From an optimization exercise on the open Yosys and OpenROAD flow, aimed at small area; shortcuts taken in it are not production practice.
RTL that was checked went through simulation tests only; none was proved equivalent to the original.
Power figures rest on the tool's default switching activity, not on a simulated workload.

==> inputs of onyx <==
// controller
module controller(
    input clk,
    input rst,
    input cash_out_btn,
    input add_btn,
    input gamble_btn,
    input status_btn,
    input buffer_5,
    input buffer_10,
    input buffer_20,
    output wire [3:0] n_cnt,
    output wire [7:0] seg,
    output wire [2:0] red,
    output wire [2:0] green,
    output wire [1:0] blue,
    output wire hsync,
    output wire vsync
    );
export LEC_CHECK = 0
export CAP_MARGIN = 20
export CORE_MARGIN = 2
export CORE_UTILIZATION = 40
export SLEW_MARGIN = 20
create_clock -name core_clock -period 15.0 [get_ports {clk}]
standard.sh (not shown) runs the stock make flow with config.mk's settings and CLKGATE_MAP_FILE= SYNTH_SCRIPT=/design/flow/synth_recipe.tcl, a recipe that flattens the netlist after the stock synthesis.
==> flow/flow/run.sh <==
#!/bin/bash
# Layout flow: the standard synthesis, then the combinational logic between
# the (unchanged) registers is re-mapped with an area-oriented ABC script, then
# the standard layout (floorplan to finish) on that netlist.
set -euo pipefail
W=$PWD
R=$W/orfs/results/$FLOW_PLATFORM/controller/base
YOSYS=$(command -v yosys || echo "$FLOW_HOME/../tools/install/yosys/bin/yosys")

bash standard.sh synth > $W/log_1_standard_synth.log 2>&1
cp $R/1_2_yosys.v $W/std_1_2_yosys.v

# 2. re-map the logic between the registers
export RESYN_LIB=$FLOW_HOME/platforms/$FLOW_PLATFORM/lib/sky130_fd_sc_hd__tt_025C_1v80.lib
export RESYN_IN=$W/std_1_2_yosys.v
export RESYN_OUT=$W/resyn_1_2_yosys.v
export RESYN_ABC=$W/flow/resyn.abc
export RESYN_DONT_USE="$(sed -n '/DONT_USE_CELLS +=/,/^$/p' $FLOW_HOME/platforms/$FLOW_PLATFORM/config.mk | grep -o 'sky130_fd_sc_hd__[a-z0-9_]*' | tr '\n' ' ')"
$YOSYS -c $W/flow/resyn.tcl > $W/log_2_resyn.log 2>&1
cp $RESYN_OUT $R/1_2_yosys.v
rm -f $R/1_synth.odb $R/1_synth.sdc

# 3. standard layout from the new netlist
bash standard.sh "CTS_ARGS=-sink_clustering_enable -repair_clock_nets -dont_use_dummy_load -buf_list sky130_fd_sc_hd__clkbuf_8" "BUFFER_PORTS_ARGS=-buffer_cell sky130_fd_sc_hd__buf_1" finish > $W/log_3_standard_layout.log 2>&1
==> flow/flow/resyn.abc <==
strash; &get -n; &deepsyn -T 30; &dch -f; &nf -a; &put
Other scripts of this flow, unchanged in this note and not shown: flow/flow/resyn.tcl
==> fjord: changes against onyx <==
--- a/flow/design.v
+++ b/flow/design.v
@@ -30,23 +30,20 @@
         c501  <= (rst | c501_end)  ? 9'd0  : {c501[7:0],   ~(c501[8] ^ c501[3])};
         c5001 <= (rst | c5001_end) ? 13'd0 : {c5001[11:0], ~(c5001[12] ^ c5001[5])};
     end
     wire pix_en      = (q8[1:0] == 2'd0);
     wire change_tick = c101_end  & ~q8[0];
     wire seg_tick    = c501_end  & ~q8[0];
     wire game_tick   = c5001_end & ~q8[0];
-    wire add_b, gamble_b, cash_b, status_b;
+    wire status_b;
     wire add_p, gamble_p, cash_p;
-    sm_deb deb_add   (.clk(clk), .rst(rst), .btn(add_btn),      .b(add_b));
-    sm_deb deb_gam   (.clk(clk), .rst(rst), .btn(gamble_btn),   .b(gamble_b));
-    sm_deb deb_cash  (.clk(clk), .rst(rst), .btn(cash_out_btn), .b(cash_b));
-    sm_deb deb_stat  (.clk(clk), .rst(rst), .btn(status_btn),   .b(status_b));
-    sm_rise rise_add (.clk(clk), .rst(rst), .b(add_b),    .rise(add_p));
-    sm_rise rise_gam (.clk(clk), .rst(rst), .b(gamble_b), .rise(gamble_p));
-    sm_rise rise_cash(.clk(clk), .rst(rst), .b(cash_b),   .rise(cash_p));
+    sm_deb_rise deb_add (.clk(clk), .rst(rst), .btn(add_btn),      .rise(add_p));
+    sm_deb_rise deb_gam (.clk(clk), .rst(rst), .btn(gamble_btn),   .rise(gamble_p));
+    sm_deb_rise deb_cash(.clk(clk), .rst(rst), .btn(cash_out_btn), .rise(cash_p));
+    sm_deb      deb_stat(.clk(clk), .rst(rst), .btn(status_btn),   .b(status_b), .set());
     reg [2:0] g;
     reg run;
     always @(posedge clk)
         if (rst) g <= 3'd0;
         else if (game_tick) g <= run ? g + 3'd1 : 3'd0;
     wire hold    = |g;
     wire compute = g[2] & g[0];
@@ -76,32 +73,34 @@
     wire [1:0] mult = (e12 & e23) ? ((&o1) ? 2'd3 : 2'd2) : ((e12 | e23 | e13) ? 2'd1 : 2'd0);
     reg [10:0] bal;
     reg [9:0]  inv;
     reg [2:0]  k;
     wire [2:0]  sw  = {buffer_20, buffer_10, buffer_5};
     wire [2:0]  z   = hold ? k : sw;
     wire [5:0]  t5  = {1'b0, z, 2'b00} + {3'b000, z};
-    wire [1:0]  m   = hold ? mult : 2'd1;
-    wire [6:0]  Y   = ({7{m[0]}} & {1'b0, t5}) + ({7{m[1]}} & {t5, 1'b0});
+    wire        dbl = hold & ~run;
+    wire        yen = ~hold | ~run | mult[0];
+    wire [6:0]  Y   = {7{yen}} & (dbl ? {t5, 1'b0} : {1'b0, t5});
     wire        sub = ~hold & ~add_p;
     wire [10:0] Yx  = sub ? ~{4'd0, Y} : {4'd0, Y};
     wire [11:0] sum = {1'b0, bal} + {1'b0, Yx} + {11'd0, sub};
     wire        ge  = sum[11];
     wire [10:0] inv_add = {1'b0, inv} + {5'd0, t5};
     always @(posedge clk)
-        if (rst) begin
-            bal <= 11'd0; inv <= 10'd0; k <= 3'd0; run <= 1'b0;
+        if (~hold) k <= sw;
+        else if (compute) k <= (run & mult[1]) ? k : 3'd0;
+    always @(posedge clk)
+        if (rst) begin
+            bal <= 11'd0; inv <= 10'd0; run <= 1'b0;
         end else if (hold) begin
             if (compute) begin
                 bal <= sum[10:0];
-                k   <= 3'd0;
                 run <= 1'b0;
             end
         end else begin
-            k <= sw;
             if (cash_p) begin
                 bal <= 11'd0;
                 inv <= 10'd0;
             end else if (add_p) begin
                 bal <= (sum[10:0] > 11'd999) ? 11'd999 : sum[10:0];
                 inv <= (inv_add > 11'd999) ? 10'd999 : inv_add[9:0];
             end else if (gamble_p & ge) begin
@@ -217,36 +216,41 @@
                                      ((hh == 5'd11) & (hs < 4'd2))));
     assign vsync = ~((vh == 6'd49) & (vs <= 4'd1));
 endmodule
 module sm_deb(
     input clk,
     input rst,
     input btn,
-    output reg b
+    output reg b,
+    output set
     );
     reg [7:0] cnt;
     wire fb = ~(cnt[7] ^ cnt[5] ^ cnt[4] ^ cnt[3]) ^ (&cnt[6:0]);
+    wire top = (cnt == 8'b10000000);
+    assign set = btn & top & ~b;
     always @(posedge clk)
         if (rst | ~btn) begin
             cnt <= 8'd0;
             b <= 1'b0;
         end else begin
             cnt <= {cnt[6:0], fb};
-            if (cnt == 8'b10000000) b <= 1'b1;
+            if (top) b <= 1'b1;
         end
 endmodule
-module sm_rise(
+module sm_deb_rise(
     input clk,
     input rst,
-    input b,
+    input btn,
     output reg rise
     );
-    reg [2:0] r;
-    always @(posedge clk)
-        if (rst) begin
-            r <= 3'd0;
+    wire b, set;
+    reg [1:0] p;
+    sm_deb deb(.clk(clk), .rst(rst), .btn(btn), .b(b), .set(set));
+    always @(posedge clk)
+        if (rst) begin
+            p <= 2'd0;
             rise <= 1'b0;
         end else begin
-            r <= {r[1:0], b};
-            rise <= r[1] & ~r[2];
+            p <= set ? 2'd1 : p + {1'b0, |p};
+            rise <= &p;
         end
 endmodule
==> flow/flow/resyn.abc (replaced) <==
strash; &get -n; &deepsyn -T 60; &put; dch -f; amap; strash; dch -f; amap; topo
==> flow/config.mk (replaced) <==
export PLATFORM = sky130hd
export DESIGN_NAME = controller
export DESIGN_NICKNAME = controller
export VERILOG_FILES = /design/flow/design.v
export SDC_FILE = /design/flow/constraint.sdc
export NUM_CORES = 4
export LEC_CHECK = 0
export CAP_MARGIN = 20
export CORE_MARGIN = 2
export CORE_UTILIZATION = 70
export SLEW_MARGIN = 20
==> juniper: changes against onyx <==
--- a/flow/design.v
+++ b/flow/design.v
@@ -30,23 +30,20 @@
         c501  <= (rst | c501_end)  ? 9'd0  : {c501[7:0],   ~(c501[8] ^ c501[3])};
         c5001 <= (rst | c5001_end) ? 13'd0 : {c5001[11:0], ~(c5001[12] ^ c5001[5])};
     end
     wire pix_en      = (q8[1:0] == 2'd0);
     wire change_tick = c101_end  & ~q8[0];
     wire seg_tick    = c501_end  & ~q8[0];
     wire game_tick   = c5001_end & ~q8[0];
-    wire add_b, gamble_b, cash_b, status_b;
+    wire status_b;
     wire add_p, gamble_p, cash_p;
-    sm_deb deb_add   (.clk(clk), .rst(rst), .btn(add_btn),      .b(add_b));
-    sm_deb deb_gam   (.clk(clk), .rst(rst), .btn(gamble_btn),   .b(gamble_b));
-    sm_deb deb_cash  (.clk(clk), .rst(rst), .btn(cash_out_btn), .b(cash_b));
-    sm_deb deb_stat  (.clk(clk), .rst(rst), .btn(status_btn),   .b(status_b));
-    sm_rise rise_add (.clk(clk), .rst(rst), .b(add_b),    .rise(add_p));
-    sm_rise rise_gam (.clk(clk), .rst(rst), .b(gamble_b), .rise(gamble_p));
-    sm_rise rise_cash(.clk(clk), .rst(rst), .b(cash_b),   .rise(cash_p));
+    sm_deb_rise deb_add (.clk(clk), .rst(rst), .btn(add_btn),      .rise(add_p));
+    sm_deb_rise deb_gam (.clk(clk), .rst(rst), .btn(gamble_btn),   .rise(gamble_p));
+    sm_deb_rise deb_cash(.clk(clk), .rst(rst), .btn(cash_out_btn), .rise(cash_p));
+    sm_deb      deb_stat(.clk(clk), .rst(rst), .btn(status_btn),   .b(status_b), .set());
     reg [2:0] g;
     reg run;
     always @(posedge clk)
         if (rst) g <= 3'd0;
         else if (game_tick) g <= run ? g + 3'd1 : 3'd0;
     wire hold    = |g;
     wire compute = g[2] & g[0];
@@ -76,32 +73,34 @@
     wire [1:0] mult = (e12 & e23) ? ((&o1) ? 2'd3 : 2'd2) : ((e12 | e23 | e13) ? 2'd1 : 2'd0);
     reg [10:0] bal;
     reg [9:0]  inv;
     reg [2:0]  k;
     wire [2:0]  sw  = {buffer_20, buffer_10, buffer_5};
     wire [2:0]  z   = hold ? k : sw;
     wire [5:0]  t5  = {1'b0, z, 2'b00} + {3'b000, z};
-    wire [1:0]  m   = hold ? mult : 2'd1;
-    wire [6:0]  Y   = ({7{m[0]}} & {1'b0, t5}) + ({7{m[1]}} & {t5, 1'b0});
+    wire        dbl = hold & ~run;
+    wire        yen = ~hold | ~run | mult[0];
+    wire [6:0]  Y   = {7{yen}} & (dbl ? {t5, 1'b0} : {1'b0, t5});
     wire        sub = ~hold & ~add_p;
     wire [10:0] Yx  = sub ? ~{4'd0, Y} : {4'd0, Y};
     wire [11:0] sum = {1'b0, bal} + {1'b0, Yx} + {11'd0, sub};
     wire        ge  = sum[11];
     wire [10:0] inv_add = {1'b0, inv} + {5'd0, t5};
     always @(posedge clk)
-        if (rst) begin
-            bal <= 11'd0; inv <= 10'd0; k <= 3'd0; run <= 1'b0;
+        if (~hold) k <= sw;
+        else if (compute) k <= (run & mult[1]) ? k : 3'd0;
+    always @(posedge clk)
+        if (rst) begin
+            bal <= 11'd0; inv <= 10'd0; run <= 1'b0;
         end else if (hold) begin
             if (compute) begin
                 bal <= sum[10:0];
-                k   <= 3'd0;
                 run <= 1'b0;
             end
         end else begin
-            k <= sw;
             if (cash_p) begin
                 bal <= 11'd0;
                 inv <= 10'd0;
             end else if (add_p) begin
                 bal <= (sum[10:0] > 11'd999) ? 11'd999 : sum[10:0];
                 inv <= (inv_add > 11'd999) ? 10'd999 : inv_add[9:0];
             end else if (gamble_p & ge) begin
@@ -217,36 +216,41 @@
                                      ((hh == 5'd11) & (hs < 4'd2))));
     assign vsync = ~((vh == 6'd49) & (vs <= 4'd1));
 endmodule
 module sm_deb(
     input clk,
     input rst,
     input btn,
-    output reg b
+    output reg b,
+    output set
     );
     reg [7:0] cnt;
     wire fb = ~(cnt[7] ^ cnt[5] ^ cnt[4] ^ cnt[3]) ^ (&cnt[6:0]);
+    wire top = (cnt == 8'b10000000);
+    assign set = btn & top & ~b;
     always @(posedge clk)
         if (rst | ~btn) begin
             cnt <= 8'd0;
             b <= 1'b0;
         end else begin
             cnt <= {cnt[6:0], fb};
-            if (cnt == 8'b10000000) b <= 1'b1;
+            if (top) b <= 1'b1;
         end
 endmodule
-module sm_rise(
+module sm_deb_rise(
     input clk,
     input rst,
-    input b,
+    input btn,
     output reg rise
     );
-    reg [2:0] r;
-    always @(posedge clk)
-        if (rst) begin
-            r <= 3'd0;
+    wire b, set;
+    reg [1:0] p;
+    sm_deb deb(.clk(clk), .rst(rst), .btn(btn), .b(b), .set(set));
+    always @(posedge clk)
+        if (rst) begin
+            p <= 2'd0;
             rise <= 1'b0;
         end else begin
-            r <= {r[1:0], b};
-            rise <= r[1] & ~r[2];
+            p <= set ? 2'd1 : p + {1'b0, |p};
+            rise <= &p;
         end
 endmodule
--- a/flow/flow/run.sh
+++ b/flow/flow/run.sh
@@ -17,8 +17,8 @@
 export RESYN_ABC=$W/flow/resyn.abc
 export RESYN_DONT_USE="$(sed -n '/DONT_USE_CELLS +=/,/^$/p' $FLOW_HOME/platforms/$FLOW_PLATFORM/config.mk | grep -o 'sky130_fd_sc_hd__[a-z0-9_]*' | tr '\n' ' ')"
 $YOSYS -c $W/flow/resyn.tcl > $W/log_2_resyn.log 2>&1
 cp $RESYN_OUT $R/1_2_yosys.v
 rm -f $R/1_synth.odb $R/1_synth.sdc
 
 # 3. standard layout from the new netlist
-bash standard.sh "CTS_ARGS=-sink_clustering_enable -repair_clock_nets -dont_use_dummy_load -buf_list sky130_fd_sc_hd__clkbuf_8" "BUFFER_PORTS_ARGS=-buffer_cell sky130_fd_sc_hd__buf_1" finish > $W/log_3_standard_layout.log 2>&1
+bash standard.sh "CTS_ARGS=-sink_clustering_enable -repair_clock_nets -dont_use_dummy_load -buf_list sky130_fd_sc_hd__clkbuf_8 -sink_clustering_size 25" "BUFFER_PORTS_ARGS=-buffer_cell sky130_fd_sc_hd__buf_1" finish > $W/log_3_standard_layout.log 2>&1
==> flow/flow/resyn.abc (replaced) <==
strash; &get -n; &deepsyn -T 60; &dch -f; &nf -a; &put
==> summary.txt <==
Cell area after placement: fjord 0.007621 sq mm; juniper 0.008025 sq mm; onyx 0.008064 sq mm
Final WL: fjord 16360 um; juniper 16020 um; onyx 15510 um
Met2 wirelength from detailed routing: fjord 7494 um; juniper 6816 um; onyx 6880 um
GP Congestion: fjord 0.9216; juniper 0.8849; onyx 0.8596
Outcome: fjord complete, no violations; juniper complete, no violations; onyx complete, no violations
Least setup slack across all paths after layout: fjord 6361 ps; juniper 6673 ps; onyx 7287 ps
Post-layout min period: fjord 8639 ps; juniper 8327 ps; onyx 7713 ps
Effective utilization at floorplan: fjord 72.02%; juniper 40.81%; onyx 40.98%
Area of the core region: fjord 0.01028 sq mm; juniper 0.01877 sq mm; onyx 0.01877 sq mm
Combinational cell fraction of total power: fjord 15.0%; juniper 42.2%; onyx 9.6%
Via count of the first global-routing pass: fjord 6342; juniper 5841; onyx 5772
Multi-input comb cells: fjord 733; juniper 738; onyx 738
Wire length of the first global-routing pass: fjord 27700 um; juniper 27140 um; onyx 26800 um
Max Freq: fjord 0.1158 GHz; juniper 0.1201 GHz; onyx 0.1296 GHz
Met1 Wirelength: fjord 7812 um; juniper 8462 um; onyx 7899 um
Fin crit share: fjord 57.59%; juniper 55.51%; onyx 51.42%
Detailed-route vias per instance: fjord 5.896; juniper 5.466; onyx 5.353
Worst-case register-to-register setup slack: fjord 6360 ps; juniper 6670 ps; onyx 7290 ps
Number of tapcells: fjord 136; juniper 234; onyx 234
Cell-internal power: fjord 0.5393 mW; juniper 0.6963 mW; onyx 0.5349 mW
Standby leakage power: fjord 2.828 nW; juniper 3.048 nW; onyx 2.990 nW
Group drawing the most power: fjord registers; juniper combinational cells; onyx registers
Sequential portion of the cell area: fjord 38.10%; juniper 36.21%; onyx 36.43%
DIE HEIGHT: fjord 106.8 um; juniper 142.4 um; onyx 142.7 um
Post-synthesis cell area: fjord 0.007402 sq mm; juniper 0.007660 sq mm; onyx 0.007691 sq mm
For onyx, only the layout was checked, not whether the RTL still works.

==> re-timing with driven ports <==
The flow's constraints put no driver on any port. The routed layouts listed below were extracted and timed again, unchanged, in two steps.
Step 1 sets driving cells, clkbuf_16 on the clock port and buf_2 on the other inputs (assumed; they add their load-dependent delay and slew).
Step 2 also shifts input and output timing later by t, the mid clock arrival at the registers, as if the neighbouring blocks saw the same clock.
Slacks: no drivers / after step 1 / after step 2; pairs: no drivers / after step 1.
run	shift t [ns]	setup WS [ns]	worst data-port slew with drivers (ns)
onyx	0.468	7.287 / 7.287 / 7.287	0.05
fjord	0.480	6.361 / 6.361 / 6.361	0.03
juniper	0.467	6.673 / 6.673 / 6.673	0.03
After both steps setup and hold are still met in every run listed.
